This is an optimization exercise on Yosys and OpenROAD, whose aim is small area, a short achievable clock period and few clock cycles, not a production implementation.
At most, simulation tests tie the RTL to the original design; equivalence was not proved.
For run 1, only the layout was checked, not whether the RTL still works.
Power and IR drop assume default switching activity.

==> flow/design.v <==
module mest_pro_ctrlr(
    input  clk,
    input  i_reset_n,
    input  i_start,
    input  i_redirect,
    input  i_halt,
    output o_start,
    output reg o_run,
    output reg o_issue,
    output reg o_all_done
);
reg  halted;
wire start = i_start & ~o_run & ~halted & ~o_all_done;
assign o_start = start;
always @(posedge clk or negedge i_reset_n)
begin
    if (~i_reset_n) begin
        o_run      <= 1'b0;
        o_issue    <= 1'b0;
        halted     <= 1'b0;
        o_all_done <= 1'b0;
    end else begin
        o_run      <= start | (o_run & ~i_halt);
        o_issue    <= start | (o_run & ~i_halt & ~i_redirect);
        halted     <= i_halt;
        o_all_done <= halted;
    end
end
endmodule
module mest_pro_fetch(
    input  clk,
    input  i_reset_n,
    input  i_run,
    input  i_start,
    input  i_jmp,
    input  i_ret,
    input  [7:0] i_const_K,
    output [15:0] o_prog_counter
);
reg [15:0] pc;
reg [15:0] ret_pc;
wire [15:0] pc_inc = pc + 16'd1;
always @(posedge clk or negedge i_reset_n)
begin
    if (~i_reset_n) begin
        pc     <= 16'd0;
        ret_pc <= 16'd0;
    end else begin
        if (i_jmp)
            ret_pc <= pc;
        if (~i_run)
            pc <= {15'd0, i_start};
        else if (i_jmp)
            pc <= {8'd0, i_const_K};
        else if (i_ret)
            pc <= ret_pc;
        else
            pc <= pc_inc;
    end
end
assign o_prog_counter = pc;
endmodule
module mest_pro_decode(
    input  clk,
    input  i_reset_n,
    input  i_issue,
    input  [27:0] i_instr,
    output reg o_valid,
    output reg o_s0,
    output reg o_cin,
    output reg [7:0] o_a,
    output reg [7:1] o_bm,
    output reg [8:0] o_y
);
wire [3:0] op = i_instr[27:24];
wire [7:0] a  = i_instr[15:8];
wire [7:0] b  = i_instr[7:0];
wire       mul = (op == 4'd2);
reg [7:0] x;
reg [8:0] y;
always @(*)
begin
    x = 8'd0;
    y = 9'd0;
    case (op)
    4'd0: begin x = a; y = {1'b0, b}; end
    4'd1: begin x = a; y = ~{1'b0, b}; end
    4'd2: x = a;
    4'd3: x = a & b;
    4'd4: x = a | b;
    4'd5: x = {1'b0, a[7:1]};
    4'd6: begin x = {a[6:0], 1'b0}; y = {a[7], 8'd0}; end
    4'd7: begin x = ~a; y = {1'b1, 8'd0}; end
    default: ;
    endcase
end
always @(posedge clk or negedge i_reset_n)
begin
    if (~i_reset_n)
        o_valid <= 1'b0;
    else
        o_valid <= i_issue;
end
always @(posedge clk)
begin
    o_s0  <= mul ? b[0] : 1'b1;
    o_bm  <= mul ? b[7:1] : 7'd0;
    o_cin <= (op == 4'd1);
    o_a   <= x;
    o_y   <= y;
end
endmodule
module mest_pro_exec(
    input  clk,
    input  i_reset_n,
    input  i_valid,
    input  i_s0,
    input  i_cin,
    input  [7:0] i_a,
    input  [7:1] i_bm,
    input  [8:0] i_y,
    output reg o_valid_result,
    output reg [7:0] o_result,
    output reg o_carry,
    output reg o_zero_flag
);
wire p_1 = (i_a[6] & i_s0) ^ (i_a[4] & i_bm[2]);
wire p_2 = (i_a[6] & i_s0) & (i_a[4] & i_bm[2]);
wire p_3 = (i_a[7] & i_s0) ^ (i_a[5] & i_bm[2]) ^ (i_a[4] & i_bm[3]);
wire p_4 = ((i_a[7] & i_s0) & (i_a[5] & i_bm[2])) | ((i_a[4] & i_bm[3]) & ((i_a[7] & i_s0) ^ (i_a[5] & i_bm[2])));
wire p_5 = (i_a[3] & i_bm[4]) ^ (i_a[2] & i_bm[5]);
wire p_6 = (i_a[3] & i_bm[4]) & (i_a[2] & i_bm[5]);
wire p_7 = (i_a[6] & i_bm[2]) ^ (i_a[5] & i_bm[3]) ^ (i_a[4] & i_bm[4]);
wire p_8 = ((i_a[6] & i_bm[2]) & (i_a[5] & i_bm[3])) | ((i_a[4] & i_bm[4]) & ((i_a[6] & i_bm[2]) ^ (i_a[5] & i_bm[3])));
wire p_9 = (i_a[3] & i_bm[5]) ^ (i_a[2] & i_bm[6]);
wire p_10 = (i_a[3] & i_bm[5]) & (i_a[2] & i_bm[6]);
wire p_11 = (i_a[4] & i_s0) ^ (i_a[2] & i_bm[2]);
wire p_12 = (i_a[4] & i_s0) & (i_a[2] & i_bm[2]);
wire p_13 = (i_a[5] & i_s0) ^ (i_a[3] & i_bm[2]) ^ (i_a[2] & i_bm[3]);
wire p_14 = ((i_a[5] & i_s0) & (i_a[3] & i_bm[2])) | ((i_a[2] & i_bm[3]) & ((i_a[5] & i_s0) ^ (i_a[3] & i_bm[2])));
wire p_15 = (i_a[1] & i_bm[4]) ^ (i_a[0] & i_bm[5]);
wire p_16 = (i_a[1] & i_bm[4]) & (i_a[0] & i_bm[5]);
wire p_17 = (i_a[3] & i_bm[3]) ^ (i_a[2] & i_bm[4]) ^ (i_a[1] & i_bm[5]);
wire p_18 = ((i_a[3] & i_bm[3]) & (i_a[2] & i_bm[4])) | ((i_a[1] & i_bm[5]) & ((i_a[3] & i_bm[3]) ^ (i_a[2] & i_bm[4])));
wire p_19 = (i_a[0] & i_bm[6]) ^ ((i_a[5] & i_bm[1]) | i_y[6]) ^ p_1;
wire p_20 = ((i_a[0] & i_bm[6]) & ((i_a[5] & i_bm[1]) | i_y[6])) | (p_1 & ((i_a[0] & i_bm[6]) ^ ((i_a[5] & i_bm[1]) | i_y[6])));
wire p_21 = (i_a[1] & i_bm[6]) ^ (i_a[0] & i_bm[7]) ^ ((i_a[6] & i_bm[1]) | i_y[7]);
wire p_22 = ((i_a[1] & i_bm[6]) & (i_a[0] & i_bm[7])) | (((i_a[6] & i_bm[1]) | i_y[7]) & ((i_a[1] & i_bm[6]) ^ (i_a[0] & i_bm[7])));
wire p_23 = p_2 ^ p_5 ^ p_3;
wire p_24 = (p_2 & p_5) | (p_3 & (p_2 ^ p_5));
wire p_25 = (i_a[1] & i_bm[7]) ^ ((i_a[7] & i_bm[1]) | i_y[8]) ^ p_6;
wire p_26 = ((i_a[1] & i_bm[7]) & ((i_a[7] & i_bm[1]) | i_y[8])) | (p_6 & ((i_a[1] & i_bm[7]) ^ ((i_a[7] & i_bm[1]) | i_y[8])));
wire p_27 = p_9 ^ p_4 ^ p_7;
wire p_28 = (p_9 & p_4) | (p_7 & (p_9 ^ p_4));
wire p_29 = (i_a[3] & i_s0) ^ (i_a[1] & i_bm[2]);
wire p_30 = (i_a[3] & i_s0) & (i_a[1] & i_bm[2]);
wire p_31 = (i_a[1] & i_bm[3]) ^ (i_a[0] & i_bm[4]) ^ ((i_a[3] & i_bm[1]) | i_y[4]);
wire p_32 = ((i_a[1] & i_bm[3]) & (i_a[0] & i_bm[4])) | (((i_a[3] & i_bm[1]) | i_y[4]) & ((i_a[1] & i_bm[3]) ^ (i_a[0] & i_bm[4])));
wire p_33 = ((i_a[4] & i_bm[1]) | i_y[5]) ^ p_12 ^ p_15;
wire p_34 = (((i_a[4] & i_bm[1]) | i_y[5]) & p_12) | (p_15 & (((i_a[4] & i_bm[1]) | i_y[5]) ^ p_12));
wire p_35 = p_16 ^ p_14 ^ p_17;
wire p_36 = (p_16 & p_14) | (p_17 & (p_16 ^ p_14));
wire p_37 = p_18 ^ p_21 ^ p_20;
wire p_38 = (p_18 & p_21) | (p_20 & (p_18 ^ p_21));
wire p_39 = p_22 ^ p_25 ^ p_24;
wire p_40 = (p_22 & p_25) | (p_24 & (p_22 ^ p_25));
reg [25:0] q;
reg v1;
always @(posedge clk)
begin
    q[0] <= i_y[0];
    q[1] <= i_cin;
    q[2] <= (i_a[0] & i_s0);
    q[3] <= (i_a[1] & i_s0);
    q[4] <= ((i_a[0] & i_bm[1]) | i_y[1]);
    q[5] <= (i_a[2] & i_s0);
    q[6] <= (i_a[0] & i_bm[2]);
    q[7] <= ((i_a[1] & i_bm[1]) | i_y[2]);
    q[8] <= (i_a[0] & i_bm[3]);
    q[9] <= ((i_a[2] & i_bm[1]) | i_y[3]);
    q[10] <= p_29;
    q[11] <= p_30;
    q[12] <= p_11;
    q[13] <= p_31;
    q[14] <= p_32;
    q[15] <= p_13;
    q[16] <= p_33;
    q[17] <= p_34;
    q[18] <= p_19;
    q[19] <= p_35;
    q[20] <= p_36;
    q[21] <= p_23;
    q[22] <= p_37;
    q[23] <= p_27;
    q[24] <= p_38;
    q[25] <= p_39;
end
wire s_1 = q[0] ^ q[1];
wire s_2 = q[0] & q[1];
wire s_3 = q[3] ^ q[4];
wire s_4 = q[3] & q[4];
wire s_5 = q[5] ^ q[6] ^ q[7];
wire s_6 = (q[5] & q[6]) | (q[7] & (q[5] ^ q[6]));
wire s_7 = q[8] ^ q[9] ^ q[10];
wire s_8 = (q[8] & q[9]) | (q[10] & (q[8] ^ q[9]));
wire s_9 = q[11] ^ q[12] ^ q[13];
wire s_10 = (q[11] & q[12]) | (q[13] & (q[11] ^ q[12]));
wire s_11 = q[14] ^ q[15] ^ q[16];
wire s_12 = (q[14] & q[15]) | (q[16] & (q[14] ^ q[15]));
wire s_13 = q[17] ^ q[18] ^ q[19];
wire s_14 = (q[17] & q[18]) | (q[19] & (q[17] ^ q[18]));
wire s_15 = q[20] ^ q[21] ^ q[22];
wire s_16 = (q[20] & q[21]) | (q[22] & (q[20] ^ q[21]));
wire s_17 = q[23] ^ q[24] ^ q[25];
wire s_18 = (q[23] & q[24]) | (q[25] & (q[23] ^ q[24]));
wire [8:0] fx, fy;
assign fx[0] = q[2];
assign fx[1] = s_3;
assign fx[2] = s_5;
assign fx[3] = s_7;
assign fx[4] = s_9;
assign fx[5] = s_11;
assign fx[6] = s_13;
assign fx[7] = s_15;
assign fx[8] = s_17;
assign fy[0] = s_1;
assign fy[1] = s_2;
assign fy[2] = s_4;
assign fy[3] = s_6;
assign fy[4] = s_8;
assign fy[5] = s_10;
assign fy[6] = s_12;
assign fy[7] = s_14;
assign fy[8] = s_16;
wire [8:0] ag = fx & fy;
wire [8:0] ap = fx ^ fy;
wire ag0_1 = ag[1] | (ap[1] & ag[0]);
wire ap0_1 = ap[1] & ap[0];
wire ag0_3 = ag[3] | (ap[3] & ag[2]);
wire ap0_3 = ap[3] & ap[2];
wire ag0_5 = ag[5] | (ap[5] & ag[4]);
wire ap0_5 = ap[5] & ap[4];
wire ag0_7 = ag[7] | (ap[7] & ag[6]);
wire ap0_7 = ap[7] & ap[6];
wire ag1_2 = ag[2] | (ap[2] & ag0_1);
wire ap1_2 = ap[2] & ap0_1;
wire ag1_3 = ag0_3 | (ap0_3 & ag0_1);
wire ap1_3 = ap0_3 & ap0_1;
wire ag1_6 = ag[6] | (ap[6] & ag0_5);
wire ap1_6 = ap[6] & ap0_5;
wire ag1_7 = ag0_7 | (ap0_7 & ag0_5);
wire ap1_7 = ap0_7 & ap0_5;
wire ag2_4 = ag[4] | (ap[4] & ag1_3);
wire ap2_4 = ap[4] & ap1_3;
wire ag2_5 = ag0_5 | (ap0_5 & ag1_3);
wire ap2_5 = ap0_5 & ap1_3;
wire ag2_6 = ag1_6 | (ap1_6 & ag1_3);
wire ap2_6 = ap1_6 & ap1_3;
wire ag2_7 = ag1_7 | (ap1_7 & ag1_3);
wire ap2_7 = ap1_7 & ap1_3;
wire ag3_8 = ag[8] | (ap[8] & ag2_7);
wire ap3_8 = ap[8] & ap2_7;
wire [8:0] rh = {ap[8] ^ ag2_7, ap[7] ^ ag2_6, ap[6] ^ ag2_5, ap[5] ^ ag2_4, ap[4] ^ ag1_3, ap[3] ^ ag1_2, ap[2] ^ ag0_1, ap[1] ^ ag[0], ap[0]};
wire       zh = ((fx ^ fy) == {fx[7:0] | fy[7:0], 1'b0});
wire [8:0] r = rh;
wire       zero = zh;
always @(posedge clk or negedge i_reset_n)
begin
    if (~i_reset_n) begin
        v1             <= 1'b0;
        o_valid_result <= 1'b0;
    end else begin
        v1             <= i_valid;
        o_valid_result <= v1;
    end
end
always @(posedge clk)
begin
    o_result    <= r[7:0];
    o_carry     <= r[8];
    o_zero_flag <= zero;
end
endmodule
module mest_pro#(
    parameter OP_CODE_SIZE     = 4,
    parameter INSTRUCTION_SIZE = OP_CODE_SIZE + 8 + 8 + 8,
    parameter ROM_DEPTH = 65536
)(
    input clk,
    input i_reset_n,
    input i_start,
    output [$clog2(ROM_DEPTH)-1  :0] o_prog_counter,
    input [INSTRUCTION_SIZE-1    :0] i_instruction,
    output [8-1 :0] o_result,
    output o_valid_result,
    output o_carry,
    output o_zero_flag,
    output o_all_done
);
wire       issue;       
wire       run;         
wire       start;
wire [3:0] op   = i_instruction[27:24];
wire       is_jmp  = issue & (op == 4'd8);
wire       is_ret  = issue & (op == 4'd9);
wire       is_halt = issue & (op == 4'd15);
wire       x_s0, x_cin;
wire [7:0] x_a;
wire [7:1] x_bm;
wire [8:0] x_y;
wire       x_valid;
mest_pro_ctrlr u_ctrlr(
    .clk        (clk),
    .i_reset_n  (i_reset_n),
    .i_start    (i_start),
    .i_redirect (is_jmp | is_ret),
    .i_halt     (is_halt),
    .o_start    (start),
    .o_run      (run),
    .o_issue    (issue),
    .o_all_done (o_all_done)
);
mest_pro_fetch u_fetch(
    .clk            (clk),
    .i_reset_n      (i_reset_n),
    .i_run          (run),
    .i_start        (start),
    .i_jmp          (is_jmp),
    .i_ret          (is_ret),
    .i_const_K      (i_instruction[23:16]),
    .o_prog_counter (o_prog_counter)
);
mest_pro_decode u_decode(
    .clk        (clk),
    .i_reset_n  (i_reset_n),
    .i_issue    (issue),
    .i_instr    (i_instruction),
    .o_valid    (x_valid),
    .o_s0       (x_s0),
    .o_cin      (x_cin),
    .o_a        (x_a),
    .o_bm       (x_bm),
    .o_y        (x_y)
);
mest_pro_exec u_exec(
    .clk            (clk),
    .i_reset_n      (i_reset_n),
    .i_valid        (x_valid),
    .i_s0           (x_s0),
    .i_cin          (x_cin),
    .i_a            (x_a),
    .i_bm           (x_bm),
    .i_y            (x_y),
    .o_valid_result (o_valid_result),
    .o_result       (o_result),
    .o_carry        (o_carry),
    .o_zero_flag    (o_zero_flag)
);
endmodule
==> flow/flow/run.sh <==
#!/bin/bash
# Layout: the standard synthesis, then the standard ORFS steps with plain
# buffers (not delay cells) on the ports and free resizing.
set -euo pipefail
bash standard.sh synth > synth.log 2>&1
bash standard.sh BUFFER_PORTS_ARGS="-buffer_cell sky130_fd_sc_hd__buf_1" MATCH_CELL_FOOTPRINT=0 finish > layout.log 2>&1
==> flow/standard.sh <==
#!/bin/bash
# synth_recipe.tcl (not shown) runs the flow's synth.tcl, then flattens the netlist and writes it again
# the make line also repeats each setting of config.mk as NAME=value (left out here)
make -C /OpenROAD-flow-scripts/flow DESIGN_CONFIG=/design/flow/config.mk WORK_HOME=/design/flow/orfs CLKGATE_MAP_FILE= SYNTH_SCRIPT=/design/flow/synth_recipe.tcl "${@:-finish}"
==> flow/config.mk <==
export PLATFORM = sky130hd
export DESIGN_NAME = mest_pro
export DESIGN_NICKNAME = mest_pro
export VERILOG_FILES = /design/flow/design.v
export SDC_FILE = /design/flow/constraint.sdc
export NUM_CORES = 4
export LEC_CHECK = 0
export ABC_AREA = 1
export CAP_MARGIN = 20
export CORE_MARGIN = 2
export CORE_UTILIZATION = 60
export CTS_BUF_LIST = sky130_fd_sc_hd__clkbuf_8
export SETUP_SLACK_MARGIN = 3.1
export SLEW_MARGIN = 20
==> flow/constraint.sdc <==
create_clock -name core_clock -period 5.0 [get_ports {clk}]
set_input_delay 1.0000 -clock core_clock [delete_from_list [all_inputs] [get_ports {clk}]]
set_output_delay 1.0000 -clock core_clock [all_outputs]
set_load 0.01 [all_outputs]
==> reports/summary.txt, run 1 <==
Reg2Reg Depth: 7
Ys Warns: 4
Synth Area in Simple Gates: 20.7%
Clock Skews: 0.0108 ns
vias in the first global route: 4092
Critical Path, Cell by Cell: nand2_1, fa_1, inv_1, fa_2, xnor2_1, xnor2_1, xnor2_1
Setup WS pre-CTS: 2.55 ns
Core ar.: 0.00830 mm²
worst reg-to-reg setup slack: 2.97 ns
worst hold path class: flip-flop to flip-flop
CTS root buf: clkbuf_8
CP max stage delay: 0.49 ns
global placement routability congestion: 0.880
Synth area leaders: dfxtp_1 (24%), dfrtp_1 (19%), nand2_1 (11%)
via count: 4332
filler instances: 636
TNS Setup: 0 ns
Min Clock Period, post-route: 2.03 ns
CTS Hold Buffers Added: 0
initial core utilization: 62.7%
Synth Cell Area: 0.00520 mm²
Critical Path Sink Type: flip-flop
maximum vdd ir drop: 0.250 mV
RR Endpoint: u_exec.q[25]
Wirelength per Cell: 13.3 µm
Startpoint Class: flip-flop
CP Launch Point: u_decode.o_bm[3]
# diodes: 0
share of post-route cells with drive strength above 1: 16.7%
die area: 0.00944 mm²
RSZ-0062 raised after global routing: yes
Leak Pwr: 3.19 nW
Req. time, crit path: 5.27 ns
Top delay family on crit path: adder cells
I/O Pins: 59
post-synthesis mux area share: 0%
Post-Syn Nets: 720
Final Hold Viols: 0
Rows: 33
first-pass GRT wire length: 18600 µm
flops & latches, synth: 101
HP Start: u_decode.o_cin
final wirelength: 11300 µm
drt drc: 0
sequential fraction of the synthesis area: 42.6%
Mapped Avg Cell Area: 8.04 µm²
Post-Layout Inst Area: 0.00613 mm²
GRT overflow: 0
Final period util: 40.5%
post-synthesis xor/xnor area fraction: 3.03%
PD cells: 366 mW/mm²
post-synthesis compound-gate area fraction: 10.5%
Post-Synthesis Cells: 647
vias per cell: 5.12
reg2reg start: u_decode.o_bm[3]
Worst-Margin Slew: 0.891 ns
clock sink count: 101
largest family of logic cells by synthesized area: simple AND/OR/NAND/NOR gates
Final Max Slew Viols: 0
Yosys top cell area share: 23.8%
final worst slack: 2.97 ns
Worst-path clk slew: 0.10 ns
crit path kind: flip-flop to flip-flop
CTS buffer count: 9
max_cap viols: 0
Die Span Y: 97.1 µm
final hold slack: 0.351 ns
CTS H-tree depth: 3
Buf/Inv on CP: 1
clock insertion delay at the later pin of the skew report: 0.37 ns
CTS tree: done
final instance count without filler cells: 846
Crit-path slowest cell: fa_1
buffers added on ports: 58
placed cells: 799
Arr. time, crit path: 2.30 ns
largest net degree at the start of global routing: 40
final net count: 809
Chip Width: 97.1 µm
total power: 2.25 mW
worst slew margin relative to its limit: 40.6%
first-pass iteration count of the detailed router: 5
area grow syn2layout: 17.8%
DP HPWL: 7870 µm
dpl cell area: 0.00550 mm²
clk buf depth: 2
Top cell by count, worst path: xnor2_1
Worst Hold Path EP: u_exec.q[1]
Post-Synth Adder-Cell Area: 12.8%
Synth cell types: 34
Synth area leader: dfxtp_1
Total GRT Usage: 24.3%
antenna viol nets, final: 0
Worst path depth: 7
FMAX: 494 MHz
initial antenna violation count: 0
final setup vio count: 0
fin util: 73.9%
Iter 0 DRT Violations: 250
run status: complete, no violations
Max FO, Critical Path: 6
hold-critical path depth: 0
-- power by group --
part	switching, mW	internal [mW]
clock	0.295	0.221
sequential	0.0943	0.955
combinational	0.389	0.293
-- kinds of logic (layout without fill, tap and decap cells) --
family,count (synthesis),in the layout
AOI/OAI and AO/OA,92,92
xor gates and xnor gates,18,18
adders and majority gates,42,42
buffers and inverters,133,227
DFF,101,101
and+or+nand+nor,261,261
-- cell usage in the layout (no fill, tap or decap), types with 3 or more instances in the layout --
master / count
a21oi_1: 10
nor3_1: 3
dfxtp_1: 57
a21o_1: 8
fa_1: 14
inv_1: 112
nor2_1: 56
inv_8: 3
nand2_2: 5
inv_2: 7
buf_6: 3
nand2_1: 152
o21ai_0: 46
buf_1: 37
clkbuf_2: 18
ha_4: 6
dfxtp_2: 4
fa_2: 5
xnor2_1: 12
o211ai_1: 9
nand3_2: 4
o21ai_1: 4
buf_4: 30
xor2_1: 6
nand3_1: 25
o21ai_2: 7
clkbuf_8: 11
ha_1: 17
nand4_1: 7
dfrtp_1: 37
-- worst reg2reg max path, stage by stage, from the launching register on --
cell     delay, ns
dfxtp_1       0.44
nand2_1       0.10
fa_1          0.49
inv_1         0.05
fa_2          0.34
xnor2_1       0.18
xnor2_1       0.16
xnor2_1       0.18
-- Yosys cell counts (all sizes together) --
library cell,instances
a21boi,1
a21o,8
a21oi,13
buf,7
clkbuf,4
clkinv,1
dfrtp,39
dfxtp,62
fa,19
ha,23
inv,121
nand2,158
nand3,30
nand4,7
nor2,60
nor3,5
o2111ai,2
o211ai,9
o21ai,57
o22ai,2
or2,1
xnor2,12
xor2,6
-- registers in the layout, summed over array words and instances, names as in the netlist --
register / flops
u_ctrlr.o_issue: 1
u_exec.o_result: 8
u_ctrlr.o_all_done: 1
u_decode.o_a: 8
u_decode.o_bm: 7
u_fetch.pc: 16
u_decode.o_valid: 1
u_decode.o_s0: 1
u_exec.o_zero_flag: 1
u_decode.o_y: 9
u_exec.q: 26
u_exec.v1: 1
u_ctrlr.o_run: 1
u_decode.o_cin: 1
u_exec.o_carry: 1
u_exec.o_valid_result: 1
u_ctrlr.halted: 1
u_fetch.ret_pc: 16
-- repair_timing --
item                       in CTS  in global routing
gates resized for setup        34                 36
buffers inserted               25                  6
pin swaps                      16                 12
setup endpoints to repair      76                 46
cloned                          0                  0
-- worst max path at each step --
| stage | to | slack, ns |
|---|---|---|
| finish | u_exec.q[25] | 2.97 |
| global placement | u_fetch.pc[2] | 2.63 |
| floorplan | u_exec.o_result[5] | 3.00 |
| detailed placement | u_fetch.pc[4] | 2.55 |
| CTS | u_exec.q[25] | 2.98 |
| global route | u_exec.q[25] | 2.89 |
-- final cells by class --
type	instances	area, µm²	share of cell area (%)
clock inverters	5	51.3	0.837
repair buffers	89	493	8.04
inverters	122	467	7.61
well taps	105	131	2.14
flip-flops and latches	101	2230	36.3
clock buffers	11	151	2.47
multi-input cells	413	2610	42.6
-- routing by layer --
layer  wire (µm)  vias to the layer above  global-route usage, %
met2        5400                      147                   40.3
li1            -                     2183                      -
met3         614                       18                   4.68
met5           0                        -                      0
met1        5110                     1984                   32.2
met4         148                        0                   7.91
==> run 2, diff against run 1 <==
--- a/flow/design.v
+++ b/flow/design.v
@@ -33,4 +33,5 @@
     input  i_run,
     input  i_start,
+    input  i_halt,
     input  i_jmp,
     input  i_ret,
@@ -55,4 +56,6 @@
         else if (i_ret)
             pc <= ret_pc;
+        else if (i_halt)
+            pc <= 16'd0;
         else
             pc <= pc_inc;
@@ -326,4 +329,5 @@
     .i_run          (run),
     .i_start        (start),
+    .i_halt         (is_halt),
     .i_jmp          (is_jmp),
     .i_ret          (is_ret),
--- a/flow/config.mk
+++ b/flow/config.mk
@@ -11,4 +11,4 @@
 export CORE_UTILIZATION = 60
 export CTS_BUF_LIST = sky130_fd_sc_hd__clkbuf_8
-export SETUP_SLACK_MARGIN = 3.1
+export SETUP_SLACK_MARGIN = 3.0
 export SLEW_MARGIN = 20
==> run 2 against run 1 <==
  * Global-route usage rose by 0.99 points
  * Hold slack got worse by 0.0056 ns
  * Die area fell by 2.8%
  * Register-to-register slack got worse by 0.03 ns
  * First-iteration DRC count down 5.2%
  * Worst setup slack lost 0.025 ns
  * Cell count is 5.9% lower
  * Final area is 4.6% lower
  * Clock skew is 0.0046 ns higher
  * Synthesized cell count shrank 6.6%
  * Sequential cell count is the same
  * Still clean
  * Sequential power down 7%
==> reports/summary.txt, run 2 <==
largest net degree at the start of global routing: 40 (unchanged)
Worst Hold Path EP: u_exec.q[1]
Synth cell types: 38 (+12%)
HP Start: u_decode.o_cin
Commonest cells post-synth: nand2_1 (176), inv_1 (87), dfxtp_1 (62), dfrtp_1 (39), nor2_1 (34)
final wirelength: 10900 µm (-3.6%)
antenna viol nets, final: 0 (unchanged)
met2 usage: 39.5% (-0.77 points)
GRT overflow: 0 (unchanged)
Synth area leader: dfxtp_1
TNS Setup: 0 ns (unchanged)
initial core utilization: 61.8% (-0.87 points)
fin util: 71.5% (-2.3 points)
clk buf depth: 2 (unchanged)
Top reg by flops: u_exec.q
FMAX: 488 MHz (-1.2%)
Crit-path slowest cell: fa_1
Wirelength per Cell: 13.7 µm (+2.5%)
run status: complete, no violations
Worst-path clk slew: 0.10 ns (about the same)
Req. time, crit path: 5.31 ns (+0.04 ns)
Leak Pwr: 2.97 nW (-6.9%)
PD cells: 325 mW/mm² (-11%)
# diodes: 0 (unchanged)
CTS tree: done
CP max stage delay: 0.54 ns (+0.05 ns)
Post-synth EDFFs: 0 (unchanged)
total power: 1.90 mW (-15%)
CTS root buf: clkbuf_8
Die Span Y: 95.8 µm (-1.4%)
dpl cell area: 0.00535 mm² (-2.7%)
most common cell after layout, fill and taps aside: nand2_1
max FFs per register: 26 (unchanged)
first-pass GRT wire length: 17600 µm (-5.4%)
share of post-route cells with drive strength above 1: 12.3% (-4.4 points)
Final Hold Viols: 0 (unchanged)
final net count: 759 (-6.2%)
Total GRT Usage: 25.3% (+0.99 points)
Critical Path, Cell by Cell: nand2_1, fa_1, inv_1, fa_1, xnor2_2, xnor2_1, xnor2_1
count leader, synth: nand2_1
clock sink count: 101 (unchanged)
Post-Syn Nets: 677 (-6.0%)
CTS H-tree depth: 3 (unchanged)
Critical Path Sink Type: flip-flop
Clock Skews: 0.0155 ns (+0.00464 ns)
CTS buffer count: 9 (unchanged)
RR Endpoint: u_exec.q[25]
clock insertion delay at the later pin of the skew report: 0.37 ns (about the same)
Setup WS pre-CTS: 2.46 ns (-0.0899 ns)
final instance count without filler cells: 796 (-5.9%)
hold-critical path depth: 0 (unchanged)
placed cells: 757 (-5.3%)
Post-Layout Inst Area: 0.00585 mm² (-4.6%)
Max FO, Critical Path: 8 (+2)
DP HPWL: 7740 µm (-1.7%)
reg2reg start: u_decode.o_s0
Final Max Slew Viols: 0 (unchanged)
initial antenna violation count: 0 (unchanged)
RSZ-0062 raised after global routing: yes
Async S/R FF share, synth: 38.6% (unchanged)
sequential fraction of the synthesis area: 43.9% (+1.3 points)
Final period util: 41.0% (+0.50 points)
Buf/Inv on CP: 1 (unchanged)
final setup vio count: 0 (unchanged)
worst hold path class: flip-flop to flip-flop
Yosys top cell area share: 24.5% (+0.70 points)
drt drc: 0 (unchanged)
buffers added on ports: 58 (unchanged)
Synth area leaders: dfxtp_1 (25%), dfrtp_1 (19%), nand2_1 (13%)
met1 Usage GRT: 34.1% (+1.9 points)
Min Clock Period, post-route: 2.05 ns (+0.0251 ns)
worst reg-to-reg setup slack: 2.95 ns (-0.03 ns)
final worst slack: 2.95 ns (-0.0251 ns)
Post-Synthesis Cells: 604 (-6.6%)
Iter 0 DRT Violations: 237 (-5.2%)
Synth Cell Area: 0.00506 mm² (-2.9%)
Main synth FF type: dfxtp_1
FF+latch area: 0.00224 mm² (+0.39%)
crit path kind: flip-flop to flip-flop
worst slew margin relative to its limit: 65.9% (+25 points)
filler instances: 676 (+6.3%)
commonest non-fill, non-tap cells in the layout: nand2_1 (175), inv_1 (86), dfxtp_1 (58)
Arr. time, crit path: 2.36 ns (+0.06 ns)
I/O Pins: 59 (unchanged)
GR peak layer: met2
Mapped Avg Cell Area: 8.37 µm² (+4.1%)
Chip Width: 95.8 µm (-1.4%)
final hold slack: 0.345 ns (-0.00560 ns)
first-pass iteration count of the detailed router: 4 (-1)
Ys Warns: 4 (unchanged)
CP Launch Point: u_decode.o_s0
Core ar.: 0.00818 mm² (-1.5%)
via count: 4120 (-4.9%)
area taken by multi-input logic gates: 0.00249 mm² (-4.5%)
Rows: 33 (unchanged)
Regs by FF count: u_exec.q: 26 flops, u_fetch.pc: 16 flops, u_fetch.ret_pc: 16 flops
global placement routability congestion: 0.903 (+2.6%)
Reg2Reg Depth: 7 (unchanged)
maximum vdd ir drop: 0.182 mV (-27%)
Worst-Margin Slew: 0.511 ns (-0.380 ns)
vias per cell: 5.18 (+1.1%)
Top delay family on crit path: adder cells
flops & latches, synth: 101 (unchanged)
met3 Use GR: 5.95% (+1.3 points)
max_cap viols: 0 (unchanged)
die area: 0.00918 mm² (-2.8%)
area grow syn2layout: 15.7%
Startpoint Class: flip-flop
vias in the first global route: 3773 (-7.8%)
run 2: cell types whose count changed after synthesis, sizes merged, moves of 2 or more:
| cell | change |
|---|---|
| a21oi | +8 |
| inv | -28 |
| nand2 | +20 |
| nand3 | -4 |
| nand4 | -2 |
| nor2 | -22 |
| nor3 | -2 |
| o211ai | -2 |
| o21ai | -23 |
| o21bai | +5 |
| o31ai | +2 |
| xnor2 | -2 |
| xor2 | +5 |
run 2: report_power, final:
part / switching (mW) / internal [mW]
registers: 0.0750 / 0.904
logic: 0.221 / 0.154
clock network: 0.270 / 0.277
run 2: worst max-delay path by stage:
stage | cells after the start | endpoint | slack (ns)
2_1_floorplan | 8 | u_exec.o_result[5] | 2.96
3_3_place_gp | 8 | u_fetch.pc[12] | 2.53
3_5_place_dp | 8 | u_fetch.pc[14] | 2.46
4_1_cts | 7 | u_exec.q[25] | 2.92
5_1_grt | 7 | u_exec.q[25] | 2.88
6_report | 7 | u_exec.q[25] | 2.95
run 2: metal layers:
metal,up-vias,part of all wire (%),routed length (µm)
met4,0,1.7,182
li1,2042,-,-
met5,-,0,0
met2,126,46,5060
met3,17,5.4,584
met1,1935,46,5050
run 2: what timing repair did:
item	CTS	global route
pin swaps	4	6
setup endpoints to repair	33	41
hold buffers	0	0
gates resized for setup	16	23
cloned	0	0
setup buffers	9	13
run 2: layout make-up:
type,instances,area share (%)
well taps,105,2.25
clock buffers,9,2.12
multi-input cells,399,42.6
inverters,93,6.01
flip-flops and latches,101,38.2
clock inverters,7,1.43
repair buffers,82,7.34
run 2: cell families after synthesis:
logic type | Yosys count | share of synthesized area (%)
simple gates | 253 | 21.3
buf+inv | 104 | 8.41
flops | 101 | 43.9
compound gates | 83 | 9.63
fa+ha+maj | 42 | 13.2
xor+xnor | 21 | 3.64
run 2: worst register-to-register path: cells and delay by family (launching register included):
family,cells,cell delay [ns]
buffers and inverters,1,0.05
and+or+nand+nor,1,0.09
adders and majority gates,2,0.96
xor gates and xnor gates,3,0.47
DFF,1,0.41
Testbench counts of run 2, summed over its fixed seeds: cycles 7,274.
==> run 3, diff against run 2 <==
--- a/flow/config.mk
+++ b/flow/config.mk
@@ -11,4 +11,4 @@
 export CORE_UTILIZATION = 60
 export CTS_BUF_LIST = sky130_fd_sc_hd__clkbuf_8
-export SETUP_SLACK_MARGIN = 3.0
+export SETUP_SLACK_MARGIN = 2.95
 export SLEW_MARGIN = 20
==> run 3 against run 2 <==
  * Synthesized cell count did not move
  * Combinational power is 8.0% lower
  * Clock-buffer cell count unchanged
  * Hold slack got worse by 0.0012 ns
  * Total power fell by 0.75%
  * Register-to-register slack got worse by 0.02 ns
  * Still clean
  * Utilization fell by 1.5 points
  * Sequential share of layout area up 0.78 points
  * Largest power group unchanged
  * Sequential power up 2%
  * First-iteration DRC count up 24%
==> reports/summary.txt, run 3 <==
Psw: 568 µW (+0.36%)
crit path kind: flip-flop to flip-flop
run status: complete, no violations
buffers added on ports: 58 (unchanged)
maximum vdd ir drop: 0.181 mV (-0.69%)
Reg2Reg Depth: 8 (+1)
TNS Setup: 0 ns (unchanged)
# diodes: 0 (unchanged)
Total GRT Usage: 24.8% (-0.45 points)
Arr. time, crit path: 2.34 ns (-0.02 ns)
largest family of logic cells by synthesized area: simple AND/OR/NAND/NOR gates
CTS H-tree depth: 3 (unchanged)
global placement routability congestion: 0.903 (unchanged)
commonest non-fill, non-tap cells in the layout: nand2_1 (175), inv_1 (85), dfxtp_1 (57)
Rows: 33 (unchanged)
sequential fraction of the synthesis area: 43.9% (unchanged)
vias in the first global route: 3704 (-1.8%)
Post-Syn Nets: 677 (unchanged)
Post-synth EDFFs: 0 (unchanged)
Max FO, Critical Path: 4 (-4)
most common cell after layout, fill and taps aside: nand2_1
Sw Share: 30.1% (+0.33 points)
worst hold path class: flip-flop to flip-flop
Core ar.: 0.00818 mm² (unchanged)
Regs by FF count: u_exec.q: 26 flops, u_fetch.pc: 16 flops, u_fetch.ret_pc: 16 flops
Top reg by flops: u_exec.q
flops & latches, synth: 101 (unchanged)
clock sink count: 101 (unchanged)
Main synth FF type: dfxtp_1
Die Span Y: 95.8 µm (unchanged)
I/O Pins: 59 (unchanged)
Mapped Avg Cell Area: 8.37 µm² (unchanged)
total power: 1.89 mW (-0.75%)
die area: 0.00918 mm² (unchanged)
Post-Synth Adder-Cell Area: 13.2% (unchanged)
clk buf depth: 2 (unchanged)
via count: 4052 (-1.7%)
GR peak layer: met2
area grow syn2layout: 13.2%
post-synthesis compound-gate area fraction: 9.63% (unchanged)
first-pass GRT wire length: 17300 µm (-1.7%)
fin util: 70.0% (-1.5 points)
Yosys top cell area share: 24.5% (unchanged)
RSZ-0062 raised after global routing: yes
reg2reg start: u_exec.q[8]
CTS root buf: clkbuf_8
crit path to: u_exec.o_result[5]
Final period util: 41.4% (+0.40 points)
Async S/R FF share, synth: 38.6% (unchanged)
max_cap viols: 0 (unchanged)
Worst-path clk slew: 0.09 ns (about the same)
final wirelength: 10700 µm (-1.2%)
Clk network pwr share: 29.0% (+0.2 points)
met1 Usage GRT: 34.0% (-0.15 points)
Clock Skews: 0.0138 ns (-0.00168 ns)
Synth cell types: 38 (unchanged)
final net count: 746 (-1.7%)
Leak Pwr: 2.89 nW (-2.7%)
first-pass iteration count of the detailed router: 5 (+1)
power share of the combinational group: 18.3% (-1.4 points)
initial core utilization: 61.8% (unchanged)
filler instances: 688 (+1.8%)
Internal: 1.32 mW (-1.2%)
worst slew margin relative to its limit: 64.9% (-1.0 points)
Synth Area in Simple Gates: 21.3% (unchanged)
share of post-route cells with drive strength above 1: 10.0% (-2.3 points)
Final Max Slew Viols: 0 (unchanged)
max FFs per register: 26 (unchanged)
CTS buffer count: 9 (unchanged)
Wirelength per Cell: 13.7 µm (+0.41%)
post-synthesis mux area share: 0% (unchanged)
PD cells: 330 mW/mm² (+1.4%)
Synth area leaders: dfxtp_1 (25%), dfrtp_1 (19%), nand2_1 (13%)
CTS tree: done
CP Launch Point: u_exec.q[8]
DP HPWL: 7740 µm (unchanged)
FMAX: 483 MHz (-0.96%)
vias per cell: 5.17 (about the same)
Min Clock Period, post-route: 2.07 ns (+0.0199 ns)
Synth area leader: dfxtp_1
count leader, synth: nand2_1
Req. time, crit path: 5.27 ns (-0.04 ns)
met3 Use GR: 5.56% (-0.39 points)
Startpoint Class: flip-flop
post-synthesis xor/xnor area fraction: 3.64% (unchanged)
worst reg-to-reg setup slack: 2.93 ns (-0.02 ns)
initial antenna violation count: 0 (unchanged)
Chip Width: 95.8 µm (unchanged)
Final Hold Viols: 0 (unchanged)
Synth Cell Area: 0.00506 mm² (unchanged)
Iter 0 DRT Violations: 294 (+24%)
largest net degree at the start of global routing: 40 (unchanged)
Post-Synthesis Cells: 604 (unchanged)
antenna viol nets, final: 0 (unchanged)
Critical Path Sink Type: flip-flop
GRT overflow: 0 (unchanged)
Worst-Margin Slew: 0.526 ns (+0.0153 ns)
Ys Warns: 4 (unchanged)
Seq pwr share: 52.7% (+1.2 points)
met2 usage: 38.9% (-0.64 points)
Commonest cells post-synth: nand2_1 (176), inv_1 (87), dfxtp_1 (62), dfrtp_1 (39), nor2_1 (34)
drt drc: 0 (unchanged)
clock insertion delay at the later pin of the skew report: 0.37 ns (about the same)
RR Endpoint: u_exec.o_result[5]
final setup vio count: 0 (unchanged)
run 3: cell counts after synthesis:
No cell type changed its count.
run 3: cells by family after synthesis:
family,Yosys count
buf+inv,104
fa+ha+maj,42
xor+xnor,21
compound gates,83
simple gates,253
flops,101
run 3: critical path, stage by stage, from the launching register on:
cell	delay [ns]
dfxtp_2	0.33
inv_2	0.03
fa_1	0.57
inv_2	0.06
ha_4	0.26
a21oi_4	0.14
nand2_2	0.09
fa_2	0.35
xor2_1	0.15
run 3: worst min-delay path by stage:
stage               startpoint          end  slack [ns]  depth (start not counted)
5_1_grt         u_decode.o_cin  u_exec.q[1]        0.36                          0
2_1_floorplan  u_decode.o_y[0]  u_exec.q[0]        0.31                          0
6_report        u_decode.o_cin  u_exec.q[1]        0.34                          0
3_3_place_gp    u_decode.o_cin  u_exec.q[1]        0.32                          0
4_1_cts         u_decode.o_cin  u_exec.q[1]        0.35                          0
3_5_place_dp    u_decode.o_cin  u_exec.q[1]        0.33                          0
run 3: final cells by class:
class                   instances  area, µm²  area share [%]
clock buffers                   9        124            2.16
well taps                     105        131            2.29
clock inverters                 7       83.8            1.46
repair buffers                 69        315            5.51
flip-flops and latches        101       2230            39.0
inverters                      93        352            6.14
multi-input cells             399       2480            43.4
run 3: repair_timing:
item / CTS / global route
setup buffers: 2 / 7
endpoints found under the setup margin: 24 / 32
pin swaps: 4 / 12
gates resized for setup: 11 / 21
endpoints found under the hold margin: 0 / 0
hold buffers: 0 / 0
run 3: metrics by stage:
| step | hold WS [ns] | instances | worst slack, ns | cell area (µm²) |
|---|---|---|---|---|
| 5_1_grt | 0.356 | 783 | 2.85 | 5730 |
| 4_1_cts | 0.347 | 775 | 2.92 | 5600 |
| 6_report | 0.344 | 783 | 2.93 | 5730 |
| 3_5_place_dp | 0.326 | 757 | 2.46 | 5350 |
| 3_3_place_gp | 0.317 | 757 | 2.53 | 5350 |
| 2_1_floorplan | 0.310 | 604 | 2.96 | 5070 |
run 3: routing by layer:
layer / share of wire [%] / up-vias
met5: 0 / -
li1: - / 2018
met3: 4.8 / 14
met1: 47 / 1898
met4: 1.4 / 0
met2: 47 / 122
run 3: power groups by stage:
stage | Combinational, mW | Sequential (mW) | Clock (mW)
finish | 0.345 | 0.995 | 0.547
global route | 0.396 | 1.01 | 0.588
CTS | 0.320 | 0.993 | 0.558
detailed placement | 0.313 | 1.01 | 0
global placement | 0.304 | 1.01 | 0
floorplan | 0.209 | 0.991 | 0
==> run 4, diff against run 3 <==
--- a/flow/config.mk
+++ b/flow/config.mk
@@ -11,4 +11,4 @@
 export CORE_UTILIZATION = 60
 export CTS_BUF_LIST = sky130_fd_sc_hd__clkbuf_8
-export SETUP_SLACK_MARGIN = 2.95
+export SETUP_SLACK_MARGIN = 2.8
 export SLEW_MARGIN = 20
==> run 4 against run 3 <==
  * Still clean on timing, DRC and antenna
  * Via count is 2.6% lower
  * Global-route usage is 0.28 points lower
  * Utilization is 1.5 points lower
  * Combinational power is 7.8% lower
  * Register-to-register slack worse by 0.08 ns
  * Critical path depth stayed put
  * First-iteration DRC count is 32% lower
  * Area after synthesis stayed put
  * Clock-buffer cell count stayed put
  * Sequential share of layout area is 0.65 points higher
  * Critical path type unchanged
  * Largest power group unchanged
==> reports/summary.txt, run 4 <==
Yosys top cell area share: 24.5% (unchanged)
Worst-Margin Slew: 0.855 ns (+0.328 ns)
Commonest cells post-synth: nand2_1 (176), inv_1 (87), dfxtp_1 (62), dfrtp_1 (39), nor2_1 (34)
PD cells: 331 mW/mm² (+0.43%)
Req. time, crit path: 5.26 ns (about the same)
Iter 0 DRT Violations: 200 (-32%)
reg2reg start: u_exec.q[8]
area grow syn2layout: 10.8%
Worst-path clk slew: 0.11 ns (+0.02 ns)
filler instances: 711 (+3.3%)
Synth area leaders: dfxtp_1 (25%), dfrtp_1 (19%), nand2_1 (13%)
Async S/R FF share, synth: 38.6% (unchanged)
global placement routability congestion: 0.841 (-6.9%)
Ys Warns: 4 (unchanged)
Regs by FF count: u_exec.q: 26 flops, u_fetch.pc: 16 flops, u_fetch.ret_pc: 16 flops
CTS buffer count: 9 (unchanged)
Post-Syn Nets: 677 (unchanged)
Post-Synthesis Cells: 604 (unchanged)
count leader, synth: nand2_1
final wirelength: 10400 µm (-3.3%)
Internal: 1.26 mW (-4.1%)
DP HPWL: 8030 µm (+3.8%)
crit path kind: flip-flop to flip-flop
flops & latches, synth: 101 (unchanged)
Critical Path, Cell by Cell: inv_1, fa_1, inv_1, ha_4, a21oi_2, nand2_2, fa_2, xor2_1
met1 Usage GRT: 27.4% (-6.6 points)
fin util: 68.5% (-1.5 points)
Clk network pwr share: 29.8% (+0.8 points)
Arr. time, crit path: 2.41 ns (+0.07 ns)
Synth area leader: dfxtp_1
Core ar.: 0.00818 mm² (unchanged)
Post-synth EDFFs: 0 (unchanged)
met3 Use GR: 4.31% (-1.3 points)
first-pass GRT wire length: 17400 µm (+0.32%)
CP max stage delay: 0.56 ns (about the same)
Top reg by flops: u_exec.q
Crit-path slowest cell: fa_1
Seq pwr share: 53.1% (+0.4 points)
final setup vio count: 0 (unchanged)
Top cell by count, worst path: inv_1
Total GRT Usage: 24.5% (-0.28 points)
Critical Path Sink Type: flip-flop
via count: 3946 (-2.6%)
Reg2Reg Depth: 8 (unchanged)
Sw Share: 31.8% (+1.6 points)
largest net degree at the start of global routing: 40 (unchanged)
Synth Cell Area: 0.00506 mm² (unchanged)
drt drc: 0 (unchanged)
# diodes: 0 (unchanged)
Die Span Y: 95.8 µm (unchanged)
met2 usage: 45.6% (+6.8 points)
Final period util: 42.9% (+1.5 points)
CTS H-tree depth: 3 (unchanged)
Top delay family on crit path: adder cells
worst slew margin relative to its limit: 43.0% (-22 points)
Clock Skews: 0.00934 ns (-0.00446 ns)
clock insertion delay at the later pin of the skew report: 0.36 ns (about the same)
Startpoint Class: flip-flop
initial core utilization: 61.8% (unchanged)
run status: complete, no violations
buffers added on ports: 58 (unchanged)
Rows: 33 (unchanged)
FMAX: 466 MHz (-3.6%)
final net count: 737 (-1.2%)
CTS root buf: clkbuf_8
max FFs per register: 26 (unchanged)
GR peak layer: met2
max_cap viols: 0 (unchanged)
TNS Setup: 0 ns (unchanged)
initial antenna violation count: 0 (unchanged)
CP Launch Point: u_exec.q[8]
hold-critical path depth: 0 (unchanged)
Buf/Inv on CP: 2 (unchanged)
Worst path depth: 8 (unchanged)
Mapped Avg Cell Area: 8.37 µm² (unchanged)
final hold slack: 0.345 ns (+0.00160 ns)
CTS Hold Buffers Added: 0 (unchanged)
Max FO, Critical Path: 5 (+1)
sequential fraction of the synthesis area: 43.9% (unchanged)
Synth cell types: 38 (unchanged)
share of post-route cells with drive strength above 1: 6.43% (-3.6 points)
Main synth FF type: dfxtp_1
most common cell after layout, fill and taps aside: nand2_1
GRT overflow: 0 (unchanged)
Min Clock Period, post-route: 2.15 ns (+0.0765 ns)
HP Start: u_decode.o_cin
RSZ-0062 raised after global routing: yes
total power: 1.85 mW (-1.8%)
Wirelength per Cell: 13.4 µm (-2.2%)
CTS tree: done
Final Hold Viols: 0 (unchanged)
commonest non-fill, non-tap cells in the layout: nand2_1 (175), inv_1 (87), dfxtp_1 (60)
Chip Width: 95.8 µm (unchanged)
vias in the first global route: 3831 (+3.4%)
I/O Pins: 59 (unchanged)
power share of the combinational group: 17.2% (-1.1 points)
first-pass iteration count of the detailed router: 8 (+3)
Psw: 589 µW (+3.6%)
Leak Pwr: 2.86 nW (-1.3%)
maximum vdd ir drop: 0.237 mV (+31%)
worst hold path class: flip-flop to flip-flop
vias per cell: 5.10 (-1.5%)
die area: 0.00918 mm² (unchanged)
clk buf depth: 2 (unchanged)
Final Max Slew Viols: 0 (unchanged)
antenna viol nets, final: 0 (unchanged)
clock sink count: 101 (unchanged)
==> run 4: cell counts after synthesis <==
No cell type changed its count.
==> run 4: final timing paths <==
kind	slack, ns	to
worst min register to register	0.35	u_exec.q[1]
min in group asynchronous	0.73	u_fetch.pc[1]
worst max-delay path	2.85	u_exec.o_result[5]
worst min-delay path	0.35	u_exec.q[1]
max in group asynchronous	3.73	u_fetch.ret_pc[6]
worst max register to register	2.85	u_exec.o_result[5]
==> run 4: power by group through the flow <==
stage               clock, mW  combinational [mW]  sequential, mW
global placement            0               0.304           0.998
floorplan                   0               0.207           0.991
finish                  0.552               0.318           0.984
CTS                     0.562               0.318           0.984
detailed placement          0               0.314            1.00
global route            0.598               0.362           0.997
==> run 4: metal layers <==
metal  part of all wire (%)  up-vias
met4                    2.8        0
met2                     52       74
met1                     42     1845
met3                    3.2       25
li1                       -     2002
met5                      0        -
==> run 4: layout make-up <==
cell class / instances / area (µm²) / share of cell area, %
inverters: 93 / 352 / 6.28
multi-input cells: 399 / 2440 / 43.7
clock inverters: 7 / 92.6 / 1.65
well taps: 105 / 131 / 2.35
clock buffers: 9 / 124 / 2.21
flip-flops and latches: 101 / 2220 / 39.7
repair buffers: 60 / 234 / 4.18
==> run 4: cell families (layout without fill, tap and decap cells) <==
logic type / count (synthesis) / in the layout / share of synthesized area (%)
compound gates: 83 / 83 / 9.63
buf+inv: 104 / 169 / 8.41
fa+ha+maj: 42 / 42 / 13.2
flops: 101 / 101 / 43.9
simple gates: 253 / 253 / 21.3
xor+xnor: 21 / 21 / 3.64
==> run 4: worst reg2reg max path, stage by stage, from the launching register on <==
cell     delay [ns]
dfxtp_1        0.33
inv_1          0.05
fa_1           0.56
inv_1          0.08
ha_4           0.27
a21oi_2        0.15
nand2_2        0.09
fa_2           0.34
xor2_1         0.17
==> run 4: repair_timing <==
| action | CTS | global route |
|---|---|---|
| gates resized for setup | 4 | 8 |
| pin swaps | 0 | 1 |
| buffers inserted | 0 | 1 |
| endpoints found under the hold margin | 0 | 0 |
| endpoints found under the setup margin | 3 | 20 |
==> run 4: stage by stage <==
stage | area [µm²] | std cells | setup slack, ns
finish | 5600 | 774 | 2.85
global route | 5600 | 774 | 2.77
CTS | 5570 | 773 | 2.81
detailed placement | 5340 | 757 | 2.46
global placement | 5340 | 757 | 2.52
floorplan | 5060 | 604 | 2.84
==> run 5, diff against run 4 <==
--- a/flow/config.mk
+++ b/flow/config.mk
@@ -9,6 +9,6 @@
 export CAP_MARGIN = 20
 export CORE_MARGIN = 2
-export CORE_UTILIZATION = 60
+export CORE_UTILIZATION = 70
 export CTS_BUF_LIST = sky130_fd_sc_hd__clkbuf_8
-export SETUP_SLACK_MARGIN = 2.8
+export SETUP_SLACK_MARGIN = 2.9
 export SLEW_MARGIN = 20
==> run 5 against run 4 <==
  * Still clean
  * Worst setup slack better by 0.070 ns
  * Final area up 0.65%
  * Die area down 14%
  * First-iteration DRC count up 0.50%
  * Via count up 5.4%
  * Fmax up 3.4%
  * Combinational power up 5%
  * Non-clock buffer count up 3
  * Wire length up 6.7%
  * Sequential cell count unchanged
  * Largest power group unchanged
  * Highest routed layer unchanged
==> reports/summary.txt, run 5 <==
count leader, synth: nand2_1
Clock Skews: 0.0150 ns (+0.00565 ns)
max FFs per register: 26 (unchanged)
Final Max Slew Viols: 0 (unchanged)
max_cap viols: 0 (unchanged)
clk buf depth: 2 (unchanged)
Final period util: 41.5% (-1.4 points)
PD cells: 325 mW/mm² (-1.7%)
worst reg-to-reg setup slack: 2.92 ns (+0.07 ns)
clock insertion delay at the later pin of the skew report: 0.35 ns (about the same)
Max FO, Critical Path: 5 (unchanged)
sequential fraction of the synthesis area: 43.9% (unchanged)
maximum vdd ir drop: 0.212 mV (-11%)
Synth Cell Area: 0.00506 mm² (unchanged)
run status: complete, no violations
Core ar.: 0.00691 mm² (-16%)
Arr. time, crit path: 2.38 ns (-0.03 ns)
initial core utilization: 73.2% (+11 points)
I/O Pins: 59 (unchanged)
Wirelength per Cell: 14.4 µm (+7.4%)
Worst Hold Path EP: u_exec.q[0]
CTS buffer count: 9 (unchanged)
Main synth FF type: dfxtp_1
Commonest cells post-synth: nand2_1 (176), inv_1 (87), dfxtp_1 (62), dfrtp_1 (39), nor2_1 (34)
antenna viol nets, final: 0 (unchanged)
DP HPWL: 7820 µm (-2.5%)
Chip Width: 89.0 µm (-7.1%)
FMAX: 482 MHz (+3.4%)
Req. time, crit path: 5.30 ns (+0.04 ns)
share of post-route cells with drive strength above 1: 7.88% (+1.4 points)
vias per cell: 5.41 (+6.1%)
Min Clock Period, post-route: 2.08 ns (-0.0705 ns)
Total GRT Usage: 30.0% (+5.4 points)
most common cell after layout, fill and taps aside: nand2_1
buffers added on ports: 58 (unchanged)
CP Launch Point: u_exec.q[14]
Rows: 30 (-9.1%)
die area: 0.00792 mm² (-14%)
Post-Syn Nets: 677 (unchanged)
Startpoint Class: flip-flop
Final Hold Viols: 0 (unchanged)
CTS root buf: clkbuf_8
Iter 0 DRT Violations: 201 (+0.50%)
first-pass GRT wire length: 18200 µm (+4.5%)
Post-synth EDFFs: 0 (unchanged)
global placement routability congestion: 0.911 (+8.3%)
flops & latches, synth: 101 (unchanged)
commonest non-fill, non-tap cells in the layout: nand2_1 (175), inv_1 (88), dfxtp_1 (57)
final setup vio count: 0 (unchanged)
# diodes: 0 (unchanged)
Worst-path clk slew: 0.10 ns (about the same)
first-pass iteration count of the detailed router: 5 (-3)
worst slew margin relative to its limit: 36.7% (-6.3 points)
area taken by multi-input logic gates: 0.00249 mm² (+1.8%)
HP Start: u_decode.o_y[0]
Critical Path Sink Type: flip-flop
hold-critical path depth: 0 (unchanged)
clock sink count: 101 (unchanged)
worst hold path class: flip-flop to flip-flop
Regs by FF count: u_exec.q: 26 flops, u_fetch.pc: 16 flops, u_fetch.ret_pc: 16 flops
Mapped Avg Cell Area: 8.37 µm² (unchanged)
filler instances: 499 (-30%)
area grow syn2layout: 11.5%
Synth area leader: dfxtp_1
Synth area leaders: dfxtp_1 (25%), dfrtp_1 (19%), nand2_1 (13%)
Reg2Reg Depth: 10 (+2)
TNS Setup: 0 ns (unchanged)
Top reg by flops: u_exec.q
initial antenna violation count: 0 (unchanged)
CTS Hold Buffers Added: 0 (unchanged)
drt drc: 0 (unchanged)
Async S/R FF share, synth: 38.6% (unchanged)
final net count: 741 (+0.54%)
RR Endpoint: u_exec.o_zero_flag
Setup WS pre-CTS: 2.15 ns (-0.311 ns)
Synth cell types: 38 (unchanged)
Ys Warns: 4 (unchanged)
crit path kind: flip-flop to flip-flop
CTS H-tree depth: 3 (unchanged)
via count: 4161 (+5.4%)
Leak Pwr: 2.87 nW (+0.55%)
final worst slack: 2.92 ns (+0.0705 ns)
final wirelength: 11100 µm (+6.7%)
vias in the first global route: 4036 (+5.4%)
Yosys top cell area share: 24.5% (unchanged)
FF+latch area: 0.00223 mm² (+0.17%)
Post-Synthesis Cells: 604 (unchanged)
reg2reg start: u_exec.q[14]
Worst-Margin Slew: 0.950 ns (+0.0952 ns)
largest net degree at the start of global routing: 40 (unchanged)
GRT overflow: 0 (unchanged)
Die Span Y: 89.0 µm (-7.1%)
CTS tree: done
RSZ-0062 raised after global routing: yes
run 5: cell type report:
| type | count | area share [%] |
|---|---|---|
| Clock buffer | 10 | 2.44 |
| Clock inverter | 6 | 0.977 |
| Inverter | 93 | 6.24 |
| Multi-Input combinational cell | 400 | 44.2 |
| Sequential cell | 101 | 39.5 |
| Tap cell | 96 | 2.13 |
| Timing Repair Buffer | 63 | 4.57 |
run 5: worst max-delay path by stage:
stage	endpoint	slack, ns	cells past startpoint
global placement	u_fetch.pc[12]	2.23	7
detailed placement	u_fetch.pc[11]	2.15	7
global route	u_exec.o_zero_flag	2.86	10
floorplan	u_exec.o_result[5]	2.93	8
CTS	u_exec.o_result[5]	2.90	8
finish	u_exec.o_zero_flag	2.92	10
run 5: through the flow:
| step | util, % | hold WS (ns) | instance area (µm²) | instances | total power [mW] |
|---|---|---|---|---|---|
| after floorplan | - | 0.310 | 5070 | 604 | 1.20 |
| after global placement | 77.2 | 0.317 | 5330 | 747 | 1.30 |
| after detailed placement | 77.2 | 0.322 | 5330 | 747 | 1.32 |
| after CTS | 80.5 | 0.337 | 5560 | 766 | 1.82 |
| after global routing | 81.6 | 0.336 | 5640 | 769 | 1.92 |
| final | 81.6 | 0.324 | 5640 | 769 | 1.83 |
run 5: where the power goes:
group	leakage (nW)	total (mW)	switching (mW)	internal [mW]
Sequential	1.03	0.994	0.0905	0.903
Clock	0.107	0.506	0.265	0.241
Combinational	1.74	0.334	0.211	0.123
run 5: what timing repair did:
item / CTS / global route
gates resized for setup: 6 / 17
gates cloned: 1 / 0
setup buffers: 2 / 3
setup endpoints to repair: 40 / 33
pin swaps: 3 / 7
run 5: cells by family after synthesis:
group,after synthesis,synth area share [%]
buffers and inverters,104,8.41
flip-flops,101,43.9
AND/OR/NAND/NOR,253,21.3
XOR/XNOR,21,3.64
AO/OA/AOI/OAI,83,9.63
adder cells (fa/ha/maj),42,13.2
run 5: layer usage:
layer	share of wire [%]	track usage (%)	vias to the layer above	wire [µm]
met1	43	40.0	1956	4720
met4	2.5	11.4	0	280
met2	48	49.2	163	5350
met3	6.5	5.45	28	725
met5	0	0	-	0
li1	-	-	2014	-
run 5: critical path, cell delays in order, from the launching register on:
cell     delay [ns]
dfxtp_1        0.33
inv_1          0.06
fa_1           0.56
inv_1          0.08
ha_4           0.29
o21ai_0        0.09
nor3_1         0.19
nand3_1        0.11
nor2_1         0.16
nand2_1        0.07
nor2_1         0.08
==> run 6, diff against run 5 <==
--- a/flow/config.mk
+++ b/flow/config.mk
@@ -9,6 +9,7 @@
 export CAP_MARGIN = 20
 export CORE_MARGIN = 2
-export CORE_UTILIZATION = 70
+export CORE_UTILIZATION = 60
 export CTS_BUF_LIST = sky130_fd_sc_hd__clkbuf_8
+export PLACE_DENSITY = 0.75
 export SETUP_SLACK_MARGIN = 2.9
 export SLEW_MARGIN = 20
==> run 6 against run 5 <==
  * Combinational power decreased by 2%
  * Wire length is 7.3% lower
  * Total power fell by 0.52%
  * Sequential power fell by 0.7%
  * Sequential share of layout area is 0.24 points lower
  * Utilization down 12 points
  * Fmax up 0.91%
  * Clock-buffer cell count fell by 1
  * Hold slack better by 0.012 ns
  * Final area is 0.62% higher
  * Critical path depth shrank 2
  * Area after synthesis unchanged
  * Critical path type unchanged
  * Largest power group unchanged
  * Highest routed layer unchanged
==> reports/summary.txt, run 6 <==
Ys Warns: 4 (unchanged)
CTS Hold Buffers Added: 0 (unchanged)
Chip Width: 95.8 µm (+7.6%)
DP HPWL: 7610 µm (-2.8%)
Iter 0 DRT Violations: 143 (-29%)
initial antenna violation count: 0 (unchanged)
most common cell after layout, fill and taps aside: nand2_1
Mapped Avg Cell Area: 8.37 µm² (unchanged)
sequential fraction of the synthesis area: 43.9% (unchanged)
buffers added on ports: 58 (unchanged)
hold-critical path depth: 0 (unchanged)
Top reg by flops: u_exec.q
Clock Skews: 0.0129 ns (-0.00208 ns)
Synth Cell Area: 0.00506 mm² (unchanged)
Worst-path clk slew: 0.10 ns (about the same)
final setup vio count: 0 (unchanged)
final wirelength: 10300 µm (-7.3%)
Yosys top cell area share: 24.5% (unchanged)
max_cap viols: 0 (unchanged)
vias per cell: 5.11 (-5.6%)
Critical Path Sink Type: flip-flop
I/O Pins: 59 (unchanged)
area taken by multi-input logic gates: 0.00251 mm² (+0.80%)
Regs by FF count: u_exec.q: 26 flops, u_fetch.pc: 16 flops, u_fetch.ret_pc: 16 flops
final worst slack: 2.94 ns (+0.0188 ns)
filler instances: 674 (+35%)
Commonest cells post-synth: nand2_1 (176), inv_1 (87), dfxtp_1 (62), dfrtp_1 (39), nor2_1 (34)
HP Start: u_decode.o_y[0]
Post-synth EDFFs: 0 (unchanged)
worst reg-to-reg setup slack: 2.94 ns (+0.02 ns)
maximum vdd ir drop: 0.248 mV (+17%)
RR Endpoint: u_exec.o_result[5]
count leader, synth: nand2_1
CTS tree: done
first-pass iteration count of the detailed router: 4 (-1)
Setup WS pre-CTS: 2.19 ns (+0.0353 ns)
PD cells: 322 mW/mm² (-1.1%)
Core ar.: 0.00818 mm² (+18%)
Main synth FF type: dfxtp_1
# diodes: 0 (unchanged)
Total GRT Usage: 24.3% (-5.6 points)
first-pass GRT wire length: 17200 µm (-5.5%)
CTS root buf: clkbuf_8
run status: complete, no violations
Async S/R FF share, synth: 38.6% (unchanged)
clock insertion delay at the later pin of the skew report: 0.35 ns (about the same)
RSZ-0062 raised after global routing: no
commonest non-fill, non-tap cells in the layout: nand2_1 (175), inv_1 (85), dfxtp_1 (57)
global placement routability congestion: 0.883 (-3.0%)
Startpoint Class: flip-flop
die area: 0.00918 mm² (+16%)
Worst-Margin Slew: 0.950 ns (+0.000326 ns)
Final Hold Viols: 0 (unchanged)
area grow syn2layout: 12.2%
clock sink count: 101 (unchanged)
max FFs per register: 26 (unchanged)
Worst Hold Path EP: u_exec.q[0]
Reg2Reg Depth: 8 (-2)
Leak Pwr: 2.85 nW (-0.92%)
Die Span Y: 95.8 µm (+7.6%)
Rows: 33 (+10%)
Wirelength per Cell: 13.2 µm (-8.4%)
largest net degree at the start of global routing: 40 (unchanged)
CTS buffer count: 9 (unchanged)
flops & latches, synth: 101 (unchanged)
drt drc: 0 (unchanged)
vias in the first global route: 3908 (-3.2%)
GRT overflow: 0 (unchanged)
Synth cell types: 38 (unchanged)
Req. time, crit path: 5.24 ns (-0.06 ns)
Synth area leaders: dfxtp_1 (25%), dfrtp_1 (19%), nand2_1 (13%)
worst slew margin relative to its limit: 36.7% (about the same)
Max FO, Critical Path: 5 (unchanged)
TNS Setup: 0 ns (unchanged)
crit path kind: flip-flop to flip-flop
CTS H-tree depth: 3 (unchanged)
FF+latch area: 0.00223 mm² (unchanged)
Synth area leader: dfxtp_1
final net count: 741 (unchanged)
FMAX: 486 MHz (+0.91%)
Arr. time, crit path: 2.30 ns (-0.08 ns)
worst hold path class: flip-flop to flip-flop
clk buf depth: 2 (unchanged)
Min Clock Period, post-route: 2.06 ns (-0.0188 ns)
Post-Synthesis Cells: 604 (unchanged)
antenna viol nets, final: 0 (unchanged)
Post-Syn Nets: 677 (unchanged)
via count: 3976 (-4.4%)
share of post-route cells with drive strength above 1: 9.06% (+1.2 points)
Final period util: 41.1% (-0.38 points)
reg2reg start: u_exec.q[10]
Final Max Slew Viols: 0 (unchanged)
initial core utilization: 61.8% (-11 points)
run 6: cell counts after synthesis:
Identical to the previous run, type by type.
run 6: layout make-up:
type                    instances  share of cell area [%]
multi-input cells             400                    44.2
flip-flops and latches        101                    39.2
inverters                      93                    6.20
repair buffers                 63                    4.54
well taps                     105                    2.32
clock buffers                   9                    2.18
clock inverters                 7                    1.28
run 6: worst max path at each step:
stage	from	end	slack [ns]	cells after the start
finish	u_exec.q[10]	u_exec.o_result[5]	2.94	8
global route	u_exec.q[16]	u_exec.o_zero_flag	2.88	10
CTS	u_decode.o_s0	u_exec.q[25]	2.92	7
detailed placement	i_instruction[25]	u_fetch.pc[15]	2.19	7
global placement	i_instruction[25]	u_fetch.pc[9]	2.25	7
floorplan	u_exec.q[8]	u_exec.o_result[5]	2.93	8
run 6: where the power goes:
part | leakage [nW] | internal (mW) | switching [mW]
clock network | 0.101 | 0.234 | 0.276
registers | 1.03 | 0.903 | 0.0837
logic | 1.72 | 0.124 | 0.203
total | 2.85 | 1.26 | 0.563
run 6: worst max-delay path, cell delays in order (launching register included):
cell,delay [ns]
dfxtp_1,0.31
inv_1,0.05
fa_1,0.55
inv_1,0.07
ha_4,0.24
a21oi_2,0.15
nand2_2,0.08
fa_2,0.34
xor2_1,0.16
run 6: kinds of logic (layout without fill, tap and decap cells):
kind of cell / count (synthesis) / after routing / share of synthesized area, %
buffers and inverters: 104 / 172 / 8.41
flip-flops: 101 / 101 / 43.9
XOR/XNOR: 21 / 21 / 3.64
AND/OR/NAND/NOR: 253 / 254 / 21.3
AO/OA/AOI/OAI: 83 / 83 / 9.63
adder cells (fa/ha/maj): 42 / 42 / 13.2
run 6: per-stage QoR:
step / cell area, µm² / hold slack, ns / cells / power (mW) / util [%]
floorplan: 5070 / 0.310 / 604 / 1.20 / -
detailed placement: 5340 / 0.315 / 756 / 1.31 / 65.4
global placement: 5340 / 0.314 / 756 / 1.30 / 65.4
global route: 5670 / 0.351 / 778 / 1.94 / 69.4
CTS: 5570 / 0.339 / 774 / 1.82 / 68.2
finish: 5670 / 0.336 / 778 / 1.82 / 69.4
run 6: routing by layer:
layer | vias to the layer above | wire length, µm | GRT usage, %
li1 | 2013 | - | -
met1 | 1887 | 4330 | 27.5
met2 | 68 | 5550 | 46.2
met3 | 8 | 281 | 4.15
met4 | 0 | 108 | 7.86
met5 | - | 0 | 0
run 6: what timing repair did:
| action | 4_1_cts | 5_1_grt |
|---|---|---|
| setup endpoints to repair | 28 | 27 |
| resized for setup | 7 | 21 |
| setup buffers | 1 | 4 |
| gates cloned | 1 | 0 |
| pin swaps | 2 | 14 |

[what the ideal ports hide]
No port has a modelled driver above. Below, the same layouts with a new extraction and two added sets of constraints.
Step 1: set_driving_cell puts a clkbuf_16 on clk and a buf_2 on each other input, an assumption about the parent block.
Step 2 adds t to the input delays and takes it off the output delays; t is the mean of the earliest and latest rising clock arrival at the registers after step 1. Input paths then give back, and output paths get back, about the clock's delay inside the block.
a / b / c = ideal / step 1 / step 2; a / b = the first two.
| run | t (ns) | slack for setup (ns) | worst hold slack (ns) | slew at the worst register clock pin (ns) |
|---|---|---|---|---|
| run 1 | 0.397 | 2.975 / 2.975 / 2.827 | 0.351 / 0.351 / 0.351 | 0.10 / 0.10 |
| run 2 | 0.399 | 2.950 / 2.950 / 2.705 | 0.345 / 0.345 / 0.345 | 0.10 / 0.10 |
| run 3 | 0.399 | 2.930 / 2.930 / 2.653 | 0.344 / 0.344 / 0.344 | 0.10 / 0.10 |
| run 4 | 0.393 | 2.853 / 2.853 / 2.574 | 0.345 / 0.345 / 0.345 | 0.11 / 0.11 |
| run 5 | 0.378 | 2.924 / 2.924 / 2.602 | 0.324 / 0.324 / 0.324 | 0.10 / 0.10 |
| run 6 | 0.383 | 2.943 / 2.942 / 2.700 | 0.336 / 0.336 / 0.336 | 0.10 / 0.10 |
After both steps every run listed still meets setup and hold. The setup slack of run 5, which loses most, moves by 0.000 ns with the drivers and by -0.322 ns with both steps.
